What follows belongs to an exercise in optimizing a design on an open flow for small area, a short achievable clock period and few clock cycles per item; a production flow would make more cautious choices. Only simulation tests tie the RTL to the original design; equivalence was not proved. No activity file was given, so power comes from the tool's default toggle rates.

quartz:
==> flow/design.v <==
module multicycle_arithmetic(
    input clk, rst, start,
    input [1:0] op,
    input [7:0] a, b,
    output reg done,
    output [15:0] result
);
    reg        busy;
    reg [1:0]  opr;
    reg [1:0]  cnt;
    reg [7:0]  Bx;      
    reg [16:0] W;
    assign result = W[15:0];
    function [8:0] rca8(input [7:0] x, input [7:0] y, input ci);
        integer i;
        reg c;
        begin
            c = ci;
            for (i = 0; i < 8; i = i + 1) begin
                rca8[i] = x[i] ^ y[i] ^ c;
                c = (x[i] & y[i]) | (x[i] & c) | (y[i] & c);
            end
            rca8[8] = c;
        end
    endfunction
    wire big = b[7] | b[6];
    wire is_mul = (opr == 2'd2);
    wire is_div = (opr == 2'd3);
    wire inv    = opr[0];           
    wire last   = (cnt == 2'd0);
    wire bz     = &Bx;              
    wire [7:0] y1 = Bx & {8{~is_mul | W[0]}};
    wire [8:0] s1 = rca8(W[15:8], y1, inv);
    wire       g1 = W[16] | s1[8];
    wire [7:0] r1 = g1 ? s1[7:0] : W[15:8];
    wire [7:0] x2 = is_mul ? s1[8:1] : {r1[6:0], W[7]};
    wire [7:0] y2 = Bx & {8{~is_mul | W[1]}};
    wire [8:0] s2 = rca8(x2, y2, ~is_mul);
    wire       g2 = r1[7] | s2[8];
    wire [7:0] r2 = g2 ? s2[7:0] : x2;
    wire [16:0] as_res  = {1'b0, {7{inv & ~s1[8]}}, inv ^ s1[8], s1[7:0]};
    wire [16:0] mul_res = {1'b0, s2, s1[0], W[7:2]};
    wire [16:0] div_res = {last ? {9{bz}} : {r2, W[6]}, W[5:0], g1, g2};
    always @(posedge clk or posedge rst) begin
        if (rst) begin
            busy <= 1'b0;
            done <= 1'b0;
        end else begin
            done <= busy & last;
            if (busy) begin
                if (last) busy <= 1'b0;
            end else if (start) begin
                busy <= 1'b1;
            end
        end
    end
    always @(posedge clk) begin
        Bx  <= b ^ {8{op[0]}};
        opr <= op;
        if (busy) begin
            cnt <= cnt - 2'd1;
            W   <= is_div ? div_res : is_mul ? mul_res : as_res;
        end else begin
            case (op)
                2'd3:    begin W <= big ? {2'b0, a, 7'b0} : {8'b0, a, 1'b0};
                               cnt <= big ? 2'd0 : 2'd3; end
                2'd2:    begin W <= {9'b0, a};           cnt <= 2'd3;     end
                default: begin W <= {1'b0, a, 8'b0};     cnt <= 2'd0;     end
            endcase
        end
    end
endmodule
export LEC_CHECK = 0
export CAP_MARGIN = 20
export CORE_MARGIN = 2
export CORE_UTILIZATION = 65
export PLACE_DENSITY = 0.85
export SLEW_MARGIN = 20
create_clock -name core_clock -period 35.0 [get_ports {clk}]
standard.sh (not shown) runs the stock make flow with config.mk's settings and CLKGATE_MAP_FILE= SYNTH_SCRIPT=/design/flow/synth_recipe.tcl, a recipe that flattens the netlist after the stock synthesis.
==> flow/flow/run.sh <==
#!/bin/bash
# The standard ORFS layout (standard.sh) with three changes:
#  - synthesis maps the logic with an area-oriented ABC script
#    (flow/abc_area.script, via flow/synth.tcl);
#  - port buffers are the smallest plain buffer (buf_1) instead of a
#    delay cell;
#  - timing repair keeps 27 ns of setup slack, i.e. aims at an 8 ns
#    period instead of stopping at the 35 ns clock.
# make's output goes to standard.log; ORFS keeps each step's log in orfs/logs.
set -euo pipefail
export FLOW_WORK=$PWD
export MY_ABC_SCRIPT=$PWD/flow/abc_area.script
export BUFFER_PORTS_ARGS="-buffer_cell sky130_fd_sc_hd__buf_1"
export SETUP_SLACK_MARGIN=27
sed "s#SYNTH_SCRIPT=[^ ]*#SYNTH_SCRIPT=$PWD/flow/synth.tcl#" standard.sh > flow_standard.sh
grep -q "SYNTH_SCRIPT=$PWD/flow/synth.tcl" flow_standard.sh
bash flow_standard.sh > standard.log 2>&1
==> flow/flow/abc_area.script <==
&get -n
&st

&dch -f
&nf -R 1000 -F 8 -A 4
&put
mfs2
&get -n
&st
&dch -f
&nf -R 1000 -F 8 -A 4
&put
topo
stime -c
buffer -c
upsize -c
dnsize -c
==> flow/flow/synth.tcl <==
# The standard synthesis (synth_recipe.tcl, which sources ORFS's
# synth.tcl), except that the final ABC technology mapping of the
# combinational logic uses flow/abc_area.script. Registers are mapped
# before ABC runs, so they are the standard synthesis's.
proc abc {args} {
  set i [lsearch -exact $args -script]
  if {$i >= 0} { lset args [expr {$i + 1}] $::env(MY_ABC_SCRIPT) }
  yosys abc {*}$args
}
source $::env(FLOW_WORK)/synth_recipe.tcl
Testbench counts of quartz, summed over its fixed seeds: cycles 9,343, items 3,200.
Modified inputs, pepper compared to quartz
Settings: swapping 65 for 40 in CORE_UTILIZATION; clearing PLACE_DENSITY, which used to be 0.85.
==> flow/flow/run.sh <==
#!/bin/bash
# Standard ORFS layout, with the port buffers made from the smallest
# plain buffer, and timing repair asked to leave 26 ns of setup slack.
set -euo pipefail
export BUFFER_PORTS_ARGS="-buffer_cell sky130_fd_sc_hd__buf_1"
export SETUP_SLACK_MARGIN=26
bash standard.sh > standard.log 2>&1
removed: flow/flow/abc_area.script
removed: flow/flow/synth.tcl
### Flow results
| post-synthesis net count | pepper vs quartz | 6 higher |. Compared with quartz, in pepper adder and majority cell fraction of the synthesized area now smaller, global-route wire length before repair now larger. Critical-path cell with the highest stage delay: sky130_fd_sc_hd__nor3_1 -> pepper, sky130_fd_sc_hd__dfxtp_2 -> quartz. Cmp quartz and pepper / post-layout minimum cycle time / lower: quartz. [compare] base=quartz new=pepper: non-clock buffer count now smaller, worst hold slack has remained practically unchanged, multiplexer share of the synthesized area +6.7 points.
Here is what was changed in the inputs of yarrow compared with pepper.
Settings: changing SLEW_MARGIN from 20 to 0; changing CORE_UTILIZATION from 40 to 65; changing CAP_MARGIN from 20 to 0.
==> flow/flow/run.sh <==
#!/bin/bash
# The standard ORFS layout (standard.sh) with three changes:
#  - synthesis maps the logic with an area-oriented ABC script
#    (flow/abc_area.script, via flow/synth.tcl);
#  - port buffers are the smallest plain buffer (buf_1) instead of a
#    delay cell;
#  - timing repair keeps 27 ns of setup slack, i.e. aims at an 8 ns
#    period instead of stopping at the 35 ns clock.
# make's output goes to standard.log; ORFS keeps each step's log in orfs/logs.
set -euo pipefail
export FLOW_WORK=$PWD
export MY_ABC_SCRIPT=$PWD/flow/abc_area.script
export BUFFER_PORTS_ARGS="-buffer_cell sky130_fd_sc_hd__buf_1"
export SETUP_SLACK_MARGIN=27
sed "s#SYNTH_SCRIPT=[^ ]*#SYNTH_SCRIPT=$PWD/flow/synth.tcl#" standard.sh > flow_standard.sh
grep -q "SYNTH_SCRIPT=$PWD/flow/synth.tcl" flow_standard.sh
bash flow_standard.sh > standard.log 2>&1
==> flow/flow/abc_area.script (new file) <==
&get -n
&st

&dch -f
&nf -R 1000 -F 8 -A 4
&put
mfs2
&get -n
&st
&dch -f
&nf -R 1000 -F 8 -A 4
&put
topo
stime -c
buffer -c
upsize -c
dnsize -c
==> flow/flow/synth.tcl (new file) <==
# The standard synthesis (synth_recipe.tcl, which sources ORFS's
# synth.tcl), except that the final ABC technology mapping of the
# combinational logic uses flow/abc_area.script. Registers are mapped
# before ABC runs, so they are the standard synthesis's.
proc abc {args} {
  set i [lsearch -exact $args -script]
  if {$i >= 0} { lset args [expr {$i + 1}] $::env(MY_ABC_SCRIPT) }
  yosys abc {*}$args
}
source $::env(FLOW_WORK)/synth_recipe.tcl
Findings:
pepper reports its start point of the critical path as op[0] while yarrow reports W[7]$_DFF_P_.
In summary, yarrow completed successfully, with a layout that passed the timing, DRC and antenna checks.
Compared with pepper, yarrow shows a core utilization that is 30 points higher.
Compared with pepper, yarrow is the less power-hungry design.
Between yarrow and pepper, routed wire length is lower for yarrow, pepper comes in above that.
Synthesized cell count for yarrow is lower than for pepper.
Looking at switching share of power, yarrow sits 1.0 points higher than pepper does.
## Diff of input files: nickel against yarrow
Settings: changing CORE_UTILIZATION from 65 to 40; changing CAP_MARGIN from 0 to 20; changing SLEW_MARGIN from 0 to 20.
==> flow/flow/run.sh <==
#!/bin/bash
# Standard ORFS layout, with the port buffers made from the smallest
# plain buffer, and timing repair asked to leave 27 ns of setup slack.
set -euo pipefail
export BUFFER_PORTS_ARGS="-buffer_cell sky130_fd_sc_hd__buf_1"
export SETUP_SLACK_MARGIN=27
bash standard.sh > standard.log 2>&1
removed: flow/flow/abc_area.script
removed: flow/flow/synth.tcl
[summary]
- For the met1 layer usage reported by global route, nickel came in 18 points lower than yarrow did.
- nickel vs. yarrow: post-synth design cell area picked up an extra 7.1%; switching power as a share of total power lost 1.4 points; multi-input logic cell count neither gained nor lost much; core area picked up an extra 2500 um2.
- The total design power of nickel exceeds that of yarrow by 13%.
- On maximum clock rate, yarrow and nickel are basically level.
- Non-clock buffer count (higher): nickel
- Compare yarrow and nickel | fraction of met3 tracks used by global routing higher: yarrow
- Comparing clock latency on the worst-skew pair for yarrow and nickel, the smaller number came from nickel.
- Final weighted congestion in routability-driven placement went down by a little under 10% going from yarrow to nickel.

---

## v6
Starts from the design.v that is shown in full above.
==> flow/config.mk <==
export PLATFORM = sky130hd
export DESIGN_NAME = multicycle_arithmetic
export DESIGN_NICKNAME = multicycle_arithmetic
export VERILOG_FILES = /design/flow/design.v
export SDC_FILE = /design/flow/constraint.sdc
export NUM_CORES = 4
export LEC_CHECK = 0
export CAP_MARGIN = 20
export CORE_MARGIN = 2
export CORE_UTILIZATION = 65
export SLEW_MARGIN = 20
==> flow/constraint.sdc <==
create_clock -name core_clock -period 35.0 [get_ports {clk}]
set_input_delay 7.0000 -clock core_clock [delete_from_list [all_inputs] [get_ports {clk}]]
set_output_delay 7.0000 -clock core_clock [all_outputs]
set_load 0.01 [all_outputs]
==> flow/flow/run.sh <==
#!/bin/bash
# The standard ORFS layout (standard.sh) with three changes:
#  - synthesis maps the logic with an area-oriented ABC script
#    (flow/abc_area.script, via flow/synth.tcl);
#  - port buffers are the smallest plain buffer (buf_1) instead of a
#    delay cell;
#  - timing repair keeps 27 ns of setup slack, i.e. aims at an 8 ns
#    period instead of stopping at the 35 ns clock.
# make's output goes to standard.log; ORFS keeps each step's log in orfs/logs.
set -euo pipefail
export FLOW_WORK=$PWD
export MY_ABC_SCRIPT=$PWD/flow/abc_area.script
export BUFFER_PORTS_ARGS="-buffer_cell sky130_fd_sc_hd__buf_1"
export SETUP_SLACK_MARGIN=27
export RECOVER_POWER=100
sed "s#SYNTH_SCRIPT=[^ ]*#SYNTH_SCRIPT=$PWD/flow/synth.tcl#" standard.sh > flow_standard.sh
grep -q "SYNTH_SCRIPT=$PWD/flow/synth.tcl" flow_standard.sh
bash flow_standard.sh > standard.log 2>&1
==> flow/flow/abc_area.script <==
&get -n
&st

&dch -f
&nf -R 1000 -F 8 -A 4
&put
mfs2
&get -n
&st
&dch -f
&nf -R 1000 -F 8 -A 4
&put
topo
stime -c
buffer -c
upsize -c
dnsize -c
==> flow/flow/synth.tcl <==
# The standard synthesis (synth_recipe.tcl, which sources ORFS's
# synth.tcl), except that the final ABC technology mapping of the
# combinational logic uses flow/abc_area.script. Registers are mapped
# before ABC runs, so they are the standard synthesis's.
proc abc {args} {
  set i [lsearch -exact $args -script]
  if {$i >= 0} { lset args [expr {$i + 1}] $::env(MY_ABC_SCRIPT) }
  yosys abc {*}$args
}
source $::env(FLOW_WORK)/synth_recipe.tcl
v6 was carried through to the last stage, and its layout satisfied the timing, DRC and antenna checks.
Testbench counts of v6, summed over its fixed seeds: cycles 9,343, items 3,200.
### v6 -> v23
- CORE_UTILIZATION changed from 65 to 40
==> flow/flow/run.sh <==
#!/bin/bash
# Standard ORFS layout, with the port buffers made from the smallest
# plain buffer, and timing repair asked to leave 27.5 ns of setup slack.
set -euo pipefail
export BUFFER_PORTS_ARGS="-buffer_cell sky130_fd_sc_hd__buf_1"
export SETUP_SLACK_MARGIN=27.5
bash standard.sh > standard.log 2>&1
removed: flow/flow/abc_area.script
removed: flow/flow/synth.tcl
--- outcome ---
v23: full flow OK, the timing, DRC and antenna checks passed. v23 reports its launch point of the critical path as done$_DFF_PP0_ while v6 reports op[0]. Critical path start-end classification = reg -> out: v23; critical path start-end classification = in -> reg: v6. v23 against v6: worst path setup slack after routing now sits higher; maximum frequency moved up; via count moved up; horizontal die dimension went up 30%.
Relative to v23, the following input files were edited for v48:
- a change of CORE_UTILIZATION from 40 to 65
==> flow/flow/run.sh <==
#!/bin/bash
# The standard ORFS layout (standard.sh) with three changes:
#  - synthesis maps the logic with an area-oriented ABC script
#    (flow/abc_area.script, via flow/synth.tcl);
#  - port buffers are the smallest plain buffer (buf_1) instead of a
#    delay cell;
#  - timing repair keeps 26.6 ns of setup slack, i.e. aims at an 8 ns
#    period instead of stopping at the 35 ns clock.
# make's output goes to standard.log; ORFS keeps each step's log in orfs/logs.
set -euo pipefail
export FLOW_WORK=$PWD
export MY_ABC_SCRIPT=$PWD/flow/abc_area.script
export BUFFER_PORTS_ARGS="-buffer_cell sky130_fd_sc_hd__buf_1"
export SETUP_SLACK_MARGIN=26.6
sed "s#SYNTH_SCRIPT=[^ ]*#SYNTH_SCRIPT=$PWD/flow/synth.tcl#" standard.sh > flow_standard.sh
grep -q "SYNTH_SCRIPT=$PWD/flow/synth.tcl" flow_standard.sh
bash flow_standard.sh > standard.log 2>&1
==> flow/flow/abc_area.script (new file) <==
&get -n
&st

&dch -f
&nf -R 1000 -F 8 -A 4
&put
mfs2
&get -n
&st
&dch -f
&nf -R 1000 -F 8 -A 4
&put
topo
stime -c
buffer -c
upsize -c
dnsize -c
==> flow/flow/synth.tcl (new file) <==
# The standard synthesis (synth_recipe.tcl, which sources ORFS's
# synth.tcl), except that the final ABC technology mapping of the
# combinational logic uses flow/abc_area.script. Registers are mapped
# before ABC runs, so they are the standard synthesis's.
proc abc {args} {
  set i [lsearch -exact $args -script]
  if {$i >= 0} { lset args [expr {$i + 1}] $::env(MY_ABC_SCRIPT) }
  yosys abc {*}$args
}
source $::env(FLOW_WORK)/synth_recipe.tcl
==> run notes <==
v48 against v23: buffer count excluding the clock tree in the final layout went down 36, smallest setup slack after layout went down 0.44 ns. Relative to v23, the total power draw measured on v48 has decreased by more than 10%.
> inputs changed (v48 -> v37)
- swapping 65 for 70 in CORE_UTILIZATION
--- a/flow/flow/run.sh
+++ b/flow/flow/run.sh
@@ -6,3 +6,3 @@
 #    delay cell;
-#  - timing repair keeps 26.6 ns of setup slack, i.e. aims at an 8 ns
+#  - timing repair keeps 27 ns of setup slack, i.e. aims at an 8 ns
 #    period instead of stopping at the 35 ns clock.
@@ -13,3 +13,3 @@
 export BUFFER_PORTS_ARGS="-buffer_cell sky130_fd_sc_hd__buf_1"
-export SETUP_SLACK_MARGIN=26.6
+export SETUP_SLACK_MARGIN=27
 sed "s#SYNTH_SCRIPT=[^ ]*#SYNTH_SCRIPT=$PWD/flow/synth.tcl#" standard.sh > flow_standard.sh
## What came out
- Diff v48 -> v37: die area fell 6.7%, number of nets still failing antenna checks after routing level, post-route minimum period now sits lower, clock skew saw an increase, leakage power summed over all cells higher.
- Compared with v48, v37 shows a final-layout non-clock buffer area share that is 0.59 points higher.
- v48: full flow OK, the timing, DRC and antenna checks passed
- v37 reached the end of the flow, and the finished layout is clean on the timing, DRC and antenna checks.
- Summary of v37 over v48: share of cell area taken by multi-input logic gates decreased by 0.65 points relative to the old numbers; share of total power in combinational logic decreased by 0.9 points relative to the old numbers.
- Sort v37 and v48 by routed via count divided by cell count, ascending, and v48 comes first.
- As far as number of max-slew violations in the final report goes, v48 and v37 are indistinguishable; the numbers are identical.
- Diff v37 and v48: relative contribution of the clock network to total power higher in v37
The inputs of v16 differ from those of v37 as listed below.
- CORE_UTILIZATION now 75, was 70
Findings:
- In v16, the die outline width came out about 3% below the value in v37.
- Number of ordinary and repair buffers in the finished layout is lower on v16
- In the reports for v37 and v16, the larger overall routed net length belongs to v37.
Setup changes, v16 to v18
- CORE_UTILIZATION now 40, was 75
==> flow/flow/run.sh <==
#!/bin/bash
# Standard ORFS layout, with the port buffers made from the smallest
# plain buffer instead of the delay cell buffer_ports picks by default.
set -euo pipefail
export BUFFER_PORTS_ARGS="-buffer_cell sky130_fd_sc_hd__buf_1"
bash standard.sh > standard.log 2>&1
removed: flow/flow/abc_area.script
removed: flow/flow/synth.tcl
Notes after the runs:
- Note that the number of distinct library cell variants in the gate-level netlist after synthesis recorded for v16 amounts to 0.814 times the value seen in v18.
- Going from v16 to v18, count of standard-cell rows shows an increase of 8; fraction of standard cell area that is sequential shows a reduction of 2.2 points; max-slew headroom at the worst pin shows a reduction of 11 points; internal reg-to-reg setup slack shows a reduction of 1.02 ns.
- On ratio of final minimum period to clock period: between v18 and v16, it ends up higher for v18.
- Measured against each other, v18 and v16 differ in adder-cell share of the synthesized area, the higher figure coming from v16.
- Relative to v16, the power of v18 is higher by about 7%.
- XOR/XNOR share of the synthesized area: lower on v16
- [compare] base=v16 new=v18: worst setup slack moved down, hold slack moved up.

==> separate check: timing with driven ports <==
The flow's constraints put no driver on any port. The routed layouts listed below were extracted and timed again, unchanged, in two steps.
Step 1, drivers: a clkbuf_16 drives clk and a buf_2 each remaining input, both assumed.
Step 2, shift: input delay + t, output delay - t, t = (earliest + latest rising clock arrival at the registers) / 2. This alone moves slack from input paths to output paths.
Three values: ideal, step 1, step 2; two values: the first two.
run | t (ns) | setup slack, ns | hold WS [ns] | slew at the worst register clock pin (ns) | cell pins on the clock port's net
quartz | 0.367 | 27.045 / 27.021 / 26.735 | 0.444 / 0.444 / 0.444 | 0.10 / 0.10 | 1
pepper | 0.318 | 26.371 / 26.376 / 26.058 | 0.446 / 0.446 / 0.446 | 0.07 / 0.07 | 1
yarrow | 0.357 | 27.044 / 27.021 / 26.713 | 0.431 / 0.431 / 0.431 | 0.10 / 0.10 | 1
nickel | 0.318 | 27.029 / 26.999 / 26.721 | 0.449 / 0.449 / 0.449 | 0.07 / 0.07 | 1
v6 | 0.356 | 26.585 / 26.583 / 26.226 | 0.431 / 0.431 / 0.431 | 0.10 / 0.10 | 1
v23 | 0.317 | 27.229 / 27.199 / 26.996 | 0.445 / 0.445 / 0.445 | 0.07 / 0.07 | 1
v48 | 0.354 | 26.784 / 26.783 / 26.429 | 0.431 / 0.431 / 0.431 | 0.10 / 0.10 | 1
v37 | 0.358 | 27.061 / 27.038 / 26.722 | 0.452 / 0.452 / 0.452 | 0.11 / 0.11 | 1
v16 | 0.350 | 27.053 / 27.028 / 26.741 | 0.436 / 0.436 / 0.436 | 0.10 / 0.10 | 1
v18 | 0.318 | 26.348 / 26.348 / 26.058 | 0.446 / 0.446 / 0.446 | 0.07 / 0.07 | 1
After both steps setup and hold are still met in every run listed. For v6, which loses most, drivers alone change the setup slack by -0.002 ns; drivers and shift together by -0.359 ns.
